Background: an optimization exercise with open tools, aiming at small area, a short achievable clock period and few clock cycles per item. Do not read the settings as production practice. In this exercise RTL edits were held to simulation tests only and were not proved equivalent to the original. Power and IR drop assume default switching activity.

== run A ==
## BSW
module BSW (
    clk, rst, start,
    i_Q, i_R,
    o_Q_al,
    o_R_al,
    detail_info,
    done
);
Settings: LEC_CHECK=0, ABC_AREA=1, CAP_MARGIN=50, CORE_MARGIN=2, CORE_UTILIZATION=40, CTS_CLUSTER_DIAMETER=80, CTS_CLUSTER_SIZE=25, SLEW_MARGIN=50; clock period 24.0 ns.
standard.sh (not shown) runs the stock make flow with config.mk's settings and CLKGATE_MAP_FILE= SYNTH_SCRIPT=/design/flow/synth_recipe.tcl, a recipe that flattens the netlist after the stock synthesis.
==> flow/flow/run.sh <==
#!/bin/bash
# Standard layout, with the port buffers made of buf_4 cells instead of the
# cell buffer_ports picks by default. Make's full output goes to flow.log;
# each tool's own logs stay under orfs/logs.
set -euo pipefail
export BUFFER_PORTS_ARGS="-buffer_cell sky130_fd_sc_hd__buf_4"
bash standard.sh > flow.log 2>&1
Run A completed every stage of the flow, and the final layout passed the timing, design-rule and antenna checks.
Testbench counts of run A, summed over its fixed seeds: cycles 48,779, items 320.
Relative to run A, the following input files were edited for run B:
- CTS_CLUSTER_SIZE: 25 -> unset
- CTS_CLUSTER_DIAMETER: 80 -> unset
==> run notes <==
Run B: all stages complete, timing, DRC and antenna checks passed. Part of the cycle the worst path needs: run B higher than run A. Setup slack in run B is smaller than in run A. Final cell count without fillers (run B over run A): increase, about 2%.
The following lists how run C was set up differently from run B:
- setting CTS_CLUSTER_SIZE to 30 for the first time
- setting CTS_CLUSTER_DIAMETER to 80 for the first time
Notes after the runs:
- Run C ended up with a lower clock-buffer cell count than run B did.
- Side by side, slew of the pin with the lowest slew margin turned out higher in run C than in run B.
- Cmp run B and run C / final period utilization / lower: run C
- ~same area fraction in compound gates after synthesis in run B and run C
- Measured against each other, run B and run C differ in worst hold slack, the lower figure coming from run B.
- Global-route wire length before repair went down slightly going from run B to run C.
Input changes introduced in run D (baseline for comparison: run C):
- CTS_CLUSTER_DIAMETER: 80 -> 60
Results
Across both runs, multi-input logic portion of the cell area was lower for run D than for run C.
Higher smallest setup slack after layout was reported by run C, not run D.
Compared with run C, run D is the more power-hungry design.
Looking only at detailed-routed wire length on met2, and setting everything else aside, the lower value of run C and run D goes to run C.
Run D vs. run C: portion of total power attributed to the clock network now sits higher; maximum frequency now sits lower.


Setup of the reference run:
Another version of the RTL of BSW (not shown whole).
For scale: ~9,600 cells after synthesis, ~2,300 flip-flops.
Settings: LEC_CHECK=0, ABC_AREA=1, CAP_MARGIN=20, CORE_MARGIN=2, CORE_UTILIZATION=40, CTS_CLUSTER_DIAMETER=80, CTS_CLUSTER_SIZE=25, PLACE_DENSITY=0.75, SLEW_MARGIN=20; clock period 24.0 ns.
==> flow/flow/run.sh <==
#!/bin/bash
# Standard layout, with the port buffers made of buf_4 cells instead of the
# cell buffer_ports picks by default, and timing repair aiming at 18.2 ns of
# setup slack (the clock period stays the design's). Make's full output goes
# to flow.log; each tool's own logs stay under orfs/logs.
set -euo pipefail
export BUFFER_PORTS_ARGS="-buffer_cell sky130_fd_sc_hd__buf_4"
export SETUP_SLACK_MARGIN=18.2
bash standard.sh > flow.log 2>&1
Testbench counts of the reference run, summed over its fixed seeds: cycles 44,498, items 320.
--- input diff the reference run..the trial run ---
# the reference run
export LEC_CHECK = 0
export ABC_AREA = 1
export CAP_MARGIN = 20
export CORE_MARGIN = 2
export CORE_UTILIZATION = 40
export CTS_CLUSTER_DIAMETER = 80
export CTS_CLUSTER_SIZE = 25
export PLACE_DENSITY = 0.75
export SLEW_MARGIN = 20
create_clock -name core_clock -period 24.0 [get_ports {clk}]
# the trial run
export LEC_CHECK = 0
export ABC_AREA = 1
export CAP_MARGIN = 20
export CORE_MARGIN = 2
export CORE_UTILIZATION = 40
export CTS_CLUSTER_DIAMETER = 80
export CTS_CLUSTER_SIZE = 25
export SLEW_MARGIN = 20
create_clock -name core_clock -period 24.0 [get_ports {clk}]
Results
- Re sequential share of cell area: the trial run and the reference run aren't equal, and the lower value belongs to the trial run.
- Comparing the trial run and the reference run, count of clock-buffer cells in the layout is lower on the reference run.
- Total net switching power: the trial run and the reference run compared, higher one is the trial run
- Compared with the reference run, in the trial run fraction of power consumed by combinational cells went down by 0.2 points; fmax went down by about 1.4%; via count of the first global-routing pass went down by 1,559; overall power consumption went up by about 2%; first-pass GRT wire length went up by about 7%.
- The lower routed wire length on met3 of the trial run and the reference run is in the trial run.

-- port drivers added, routing unchanged --
Ports are ideal in the flow. The routed layouts listed here were re-timed in OpenROAD.
Step 1 assumes that a clkbuf_16 drives the clock port and a buf_2 every other input.
Step 2 times the ports against the registers' clock, not the clock port: input delays grow and output delays shrink by t, the midpoint of the rising clock arrivals with the driver on.
Slacks: ideal ports / drivers / drivers and shift; pairs: ideal ports / drivers.
run | shift t [ns] | slack for setup (ns) | worst setup path at the end | worst register clock-pin slew, ns
run A | 0.892 | 17.828 / 17.745 / 18.459 | input to register | 0.10 / 0.10
run B | 0.968 | 17.780 / 17.692 / 18.444 | input to register | 0.07 / 0.07
run C | 0.872 | 17.842 / 17.757 / 18.479 | input to register | 0.12 / 0.12
run D | 0.930 | 17.822 / 17.730 / 18.461 | input to register | 0.11 / 0.11
the reference run | 0.899 | 17.882 / 17.783 / 18.385 | register to register | 0.11 / 0.11
the trial run | 0.912 | 17.797 / 17.708 / 18.375 | register to register | 0.10 / 0.10
After both steps every run listed still meets setup and hold.
